From an optimization exercise on the open Yosys and OpenROAD flow, aimed at small area and a short achievable clock period; shortcuts taken in it are not production practice. Function was checked by simulation only, so behaviour that the tests miss may differ from the original. Power is estimated from default activity; no workload was simulated.

## run A
Design RGB_to_Gray, start of the top module:
module RGB_to_Gray(input CLK, input [7:0] R, input [7:0] G, input [7:0] B, input In_Valid, output reg [7:0] Gray, output reg Out_Valid);
Size: ~150 flip-flops, roughly 9400 um2 of cells after synthesis.
clock: 16.0 ns
lec_check: 0
cap_margin: 20
core_margin: 2
core_utilization: 60
cts_buf_list: sky130_fd_sc_hd__clkbuf_8
place_density: 0.75
slew_margin: 20
synth_hierarchical: 1
synth_minimum_keep_size: 0
standard.sh (not shown) runs the stock make flow with config.mk's settings and CLKGATE_MAP_FILE= SYNTH_SCRIPT=/design/flow/synth_recipe.tcl, a recipe that flattens the netlist after the stock synthesis.
==> flow/flow/run.sh <==
#!/bin/bash
# Standard ORFS layout with the standard synthesis unchanged. Port buffers are
# sky130_fd_sc_hd__buf_2, and timing repair is asked to reach a setup slack of
# 11.95 ns at the design's own clock period and constraints.
set -euo pipefail
export SETUP_SLACK_MARGIN=11.95
export BUFFER_PORTS_ARGS="-buffer_cell sky130_fd_sc_hd__buf_2"
bash standard.sh synth > synth.log 2>&1
bash standard.sh > layout.log 2>&1
[inputs] run B vs run A
- a change of PLACE_DENSITY from 0.75 to 0.85
- a change of CORE_UTILIZATION from 60 to 75
- a deleted CTS_BUF_LIST that had been sky130_fd_sc_hd__clkbuf_8
==> comparison <==
- Maximum clock skew at final layout: run A vs run B, no meaningful difference
- The maximum fanout encountered on the critical timing path of run B exceeds that of run A by 7.
- Run A → run B: power density of the placed cells went up about 13%; share of the clock period used by the worst path after layout moved up; met2 capacity usage during global routing rose by 25 points; fraction of area in multi-input gates shows a reduction of 1.7 points.
- Critical path buffer and inverter count on run B is down relative to run A.
- Design area ends up higher on run B.
- Worst hold slack: run B and run A compared, lower one is run B
- | total wire length | higher: run B |
diff inputs: run B => run C
- CORE_UTILIZATION changed from 75 to 60
- PLACE_DENSITY changed from 0.85 to 0.75
- CTS_BUF_LIST newly set to sky130_fd_sc_hd__clkbuf_8
==> flow/flow/run.sh <==
#!/bin/bash
# Standard ORFS layout with the standard synthesis unchanged. Port buffers are
# sky130_fd_sc_hd__buf_2, and timing repair is asked to reach a setup slack of
# 12.00 ns at the design's own clock period and constraints.
set -euo pipefail
export SETUP_SLACK_MARGIN=12.00
export BUFFER_PORTS_ARGS="-buffer_cell sky130_fd_sc_hd__buf_2"
bash standard.sh synth > synth.log 2>&1
bash standard.sh > layout.log 2>&1
### Flow results
Compared to run B, the router laid down less metal wire for run C.
When the final numbers for run C and run B were put side by side, the effective utilization at floorplan turned out to be greater in run B.
When run C is measured against run B, its part of the cycle the worst path needs turns out 0.81 points lower.
A capturing instance or port of the critical path of Gray[6] is what run C shows, while p530_0_1 belongs to run B.
Comparing run C and run B, the higher final non-filler cell area was measured on run B.
Across both runs, global-route usage was lower for run C than for run B.
Run C vs run B — internal power contribution dropped 14%.
Cell with the largest stage delay on the worst path = sky130_fd_sc_hd__fa_1: run B; cell with the largest stage delay on the worst path = sky130_fd_sc_hd__dfxtp_2: run C
[inputs] run D vs run C
- swapping 0.75 for 0.8 in PLACE_DENSITY
- swapping 60 for 65 in CORE_UTILIZATION
==> flow/flow/run.sh <==
#!/bin/bash
# Standard ORFS layout with the standard synthesis unchanged. Port buffers are
# sky130_fd_sc_hd__buf_2, and timing repair is asked to reach a setup slack of
# 11.95 ns at the design's own clock period and constraints.
set -euo pipefail
export SETUP_SLACK_MARGIN=11.95
export BUFFER_PORTS_ARGS="-buffer_cell sky130_fd_sc_hd__buf_2"
bash standard.sh synth > synth.log 2>&1
bash standard.sh > layout.log 2>&1
### Flow results
NOTE: setup slack in run D exceeds that of run C
Run D -> run C: largest net degree at the start of global routing delta 0, exact match
Compared with run C, in run D die area shows a reduction of 7.5%; wire length shows an increase of about 4%; combinational share of power shows an increase of 1.2 points.
In the tables for run D and run C, final critical-path required period reads higher with run C.
Run D vs run C: total chip power up
Critical path startpoint = Gray[5]: run D; critical path startpoint = Gray[6]: run C
The inputs of run E differ from those of run D as listed below.
- changing CORE_UTILIZATION from 65 to 60
- changing PLACE_DENSITY from 0.8 to 0.75
==> flow/flow/run.sh <==
#!/bin/bash
# Standard ORFS layout with the standard synthesis unchanged. Port buffers are
# sky130_fd_sc_hd__buf_2, and timing repair is asked to reach a setup slack of
# 11.90 ns at the design's own clock period and constraints.
set -euo pipefail
export SETUP_SLACK_MARGIN=11.90
export BUFFER_PORTS_ARGS="-buffer_cell sky130_fd_sc_hd__buf_2"
bash standard.sh synth > synth.log 2>&1
bash standard.sh > layout.log 2>&1
==> comparison <==
- Total power (higher): run D
- Diff run D -> run E | minimum clock period | increase of 0.0091 ns
- Run E vs. run D: combinational power dropped about 6%; worst slew margin relative to its limit climbed 5.7 points; number of port buffers barely changed; utilization after layout dropped 6.0 points.

========
red:
RGB_to_Gray again, from the RTL that the note above started with.
## RGB_to_Gray
module RGB_to_Gray(input CLK, input [7:0] R, input [7:0] G, input [7:0] B, input In_Valid, output reg [7:0] Gray, output reg Out_Valid);
    reg [7:0] r, g, b; reg v0;
    always @(posedge CLK) begin r <= R; g <= G; b <= B; v0 <= In_Valid; end
    wire w8 = ({r[7], r[6], r[5], r[4], r[3], r[2], r[1], r[0]} >= 8'd2);
    wire w9 = ({r[7], r[6], r[5], r[4], r[3], r[2], r[1], r[0]} >= 8'd4);
    wire w10 = ({r[7], r[6], r[5], r[4], r[3], r[2], r[1], r[0]} >= 8'd7);
    wire w11 = ({r[7], r[6], r[5], r[4], r[3], r[2], r[1], r[0]} >= 8'd14);
    wire w12 = ({r[7], r[6], r[5], r[4], r[3], r[2], r[1], r[0]} >= 8'd27);
    wire w13 = ({r[7], r[6], r[5], r[4], r[3], r[2], r[1], r[0]} >= 8'd54);
    wire w14 = ({r[7], r[6], r[5], r[4], r[3], r[2], r[1], r[0]} >= 8'd108);
    wire w15 = ({r[7], r[6], r[5], r[4], r[3], r[2], r[1], r[0]} >= 8'd215);
    wire w24 = ({g[7], g[6], g[5], g[4], g[3], g[2], g[1], g[0]} >= 8'd2);
    wire w25 = ({g[7], g[6], g[5], g[4], g[3], g[2], g[1], g[0]} >= 8'd4);
    wire w26 = ({g[7], g[6], g[5], g[4], g[3], g[2], g[1], g[0]} >= 8'd7);
    wire w27 = ({g[7], g[6], g[5], g[4], g[3], g[2], g[1], g[0]} >= 8'd14);
    wire w28 = ({g[7], g[6], g[5], g[4], g[3], g[2], g[1], g[0]} >= 8'd28);
    wire w29 = ({g[7], g[6], g[5], g[4], g[3], g[2], g[1], g[0]} >= 8'd55);
    wire w30 = ({g[7], g[6], g[5], g[4], g[3], g[2], g[1], g[0]} >= 8'd110);
    wire w31 = ({g[7], g[6], g[5], g[4], g[3], g[2], g[1], g[0]} >= 8'd219);
    wire w41 = ({b[7], b[6], b[5], b[4], b[3], b[2], b[1], b[0]} >= 8'd3);
    wire w42 = ({b[7], b[6], b[5], b[4], b[3], b[2], b[1], b[0]} >= 8'd5);
    wire w43 = ({b[7], b[6], b[5], b[4], b[3], b[2], b[1], b[0]} >= 8'd9);
    wire w44 = ({b[7], b[6], b[5], b[4], b[3], b[2], b[1], b[0]} >= 8'd18);
    wire w45 = ({b[7], b[6], b[5], b[4], b[3], b[2], b[1], b[0]} >= 8'd36);
    wire w46 = ({b[7], b[6], b[5], b[4], b[3], b[2], b[1], b[0]} >= 8'd71);
    wire w47 = ({b[7], b[6], b[5], b[4], b[3], b[2], b[1], b[0]} >= 8'd141);
    wire w48_0, w48_1; ha u48 (r[2], r[1], w48_0, w48_1);
    wire w49_0, w49_1; fa u49 (r[3], r[2], r[1], w49_0, w49_1);
    wire w50_0, w50_1; fa u50 (r[4], r[3], r[2], w50_0, w50_1);
    wire w51_0, w51_1; fa u51 (r[5], r[4], r[3], w51_0, w51_1);
  ...
==> flow/config.mk <==
export PLATFORM = sky130hd
export DESIGN_NAME = RGB_to_Gray
export DESIGN_NICKNAME = RGB_to_Gray
export VERILOG_FILES = /design/flow/design.v
export SDC_FILE = /design/flow/constraint.sdc
export NUM_CORES = 8
export LEC_CHECK = 0
export CAP_MARGIN = 20
export CORE_MARGIN = 2
export CORE_UTILIZATION = 50
export CTS_BUF_LIST = sky130_fd_sc_hd__clkbuf_8
export PLACE_DENSITY = 0.65
export SLEW_MARGIN = 20
export SYNTH_HIERARCHICAL = 1
export SYNTH_MINIMUM_KEEP_SIZE = 0
==> flow/constraint.sdc <==
create_clock -name core_clock -period 16.0 [get_ports {CLK}]
set_input_delay 3.2000 -clock core_clock [delete_from_list [all_inputs] [get_ports {CLK}]]
set_output_delay 3.2000 -clock core_clock [all_outputs]
set_load 0.01 [all_outputs]
==> flow/flow/run.sh <==
#!/bin/bash
# Standard ORFS layout with the standard synthesis unchanged. Port buffers are
# sky130_fd_sc_hd__buf_2, and timing repair is asked to reach a setup slack of
# 11.95 ns at the design's own clock period and constraints.
set -euo pipefail
export SETUP_SLACK_MARGIN=11.95
export BUFFER_PORTS_ARGS="-buffer_cell sky130_fd_sc_hd__buf_2"
bash standard.sh synth > synth.log 2>&1
bash standard.sh > layout.log 2>&1
Edits applied to the flow inputs when going from red to blue:
- PLACE_DENSITY changed from 0.65 to 0.75
- CORE_UTILIZATION changed from 50 to 60
- CTS_BUF_LIST removed (was sky130_fd_sc_hd__clkbuf_8)
==> results.txt <==
blue vs red, starting density of the core went up by 11 points. | multi-input gate share of total cell area | blue vs red | 0.25 points lower |. blue vs red — total routed wire length on the met1 layer dropped 550 µm. For blue, the worst-path cell with the longest stage delay was sky130_fd_sc_hd__dfxtp_2, unlike red, where it was sky130_fd_sc_hd__dfxtp_1.
diff inputs: blue => green
- changing CORE_UTILIZATION from 60 to 40
- removing PLACE_DENSITY (formerly 0.75)
Findings:
Compared with blue, in green measured slew at the worst slew-check pin decreased 0.13 ns, total non-filler cell area in the finished layout increased 2.5%, pre-CTS setup slack decreased 0.0096 ns, layout clock buffer count decreased 3. In green relative to blue, met1 routed wirelength after detailed routing had gone up by a little under 10%. Post-layout utilization of the core: higher on blue. Switching share of total power (green over blue): decrease, 0.58 points. The type of the setup path with the least slack comes out register to register in one run and register to output pin in the other, namely in green and blue respectively.
Modified inputs, orange compared to green
- setting CTS_CLUSTER_SIZE to 60 for the first time
- changing CORE_UTILIZATION from 40 to 60
- setting PLACE_DENSITY to 0.75 for the first time
- setting CTS_CLUSTER_DIAMETER to 150 for the first time
--- outcome ---
Between orange and green, the area of all sequential standard cells figures differ only marginally. Cell area power density (higher): orange. orange vs green: fraction of area in registers up in orange. orange vs green — count of instances resized after the clock tree is built rose about 14%. Clock network fraction of total power: orange vs green down 1.7 points. In the flow results for green and orange, the multi-input logic portion of the cell area is larger on orange. Compared with green, in orange worst hold slack across all endpoints closely matched the old numbers, flip-flop and latch power closely matched the old numbers, register-to-register slack increased by 0.05 ns relative to the old numbers, total placed cells including tap cells decreased by 13% relative to the old numbers, global-route usage increased by 9.2 points relative to the old numbers.

[port drivers added, routing unchanged]
The flow's constraints put no driver on any port. The routed layouts listed below were extracted and timed again, unchanged, in two steps. Step 1 sets driving cells, clkbuf_16 on the clock port and buf_2 on the other inputs (assumed; they add their load-dependent delay and slew). Step 2 also shifts input and output timing later by t, the mid clock arrival at the registers, as if the neighbouring blocks saw the same clock. Three values: ideal ports, drivers, drivers and shift; two values: the first two.
run | t, ns | setup slack, ns | hold WS [ns] | worst setup path at the end | slew at the worst register clock pin (ns)
run A | 0.492 | 11.913 / 11.873 / 12.014 | 0.332 / 0.332 / 0.332 | register to register | 0.09 / 0.09
run B | 0.463 | 11.768 / 11.768 / 11.768 | 0.327 / 0.327 / 0.327 | register to register | 0.07 / 0.07
run C | 0.514 | 11.899 / 11.858 / 12.013 | 0.331 / 0.331 / 0.331 | register to register | 0.09 / 0.09
run D | 0.497 | 11.909 / 11.873 / 11.978 | 0.329 / 0.329 / 0.329 | register to register | 0.09 / 0.09
run E | 0.504 | 11.900 / 11.860 / 12.007 | 0.331 / 0.331 / 0.331 | register to register | 0.10 / 0.10
red | 0.488 | 11.922 / 11.883 / 12.021 | 0.332 / 0.332 / 0.332 | register to register | 0.09 / 0.09
blue | 0.470 | 11.948 / 11.904 / 11.976 | 0.327 / 0.327 / 0.327 | register to register | 0.06 / 0.06
green | 0.478 | 11.933 / 11.895 / 11.933 | 0.329 / 0.329 / 0.329 | register to register | 0.07 / 0.07
orange | 0.470 | 11.948 / 11.904 / 11.976 | 0.327 / 0.327 / 0.327 | register to register | 0.06 / 0.06
After both steps setup and hold are still met in every run listed.
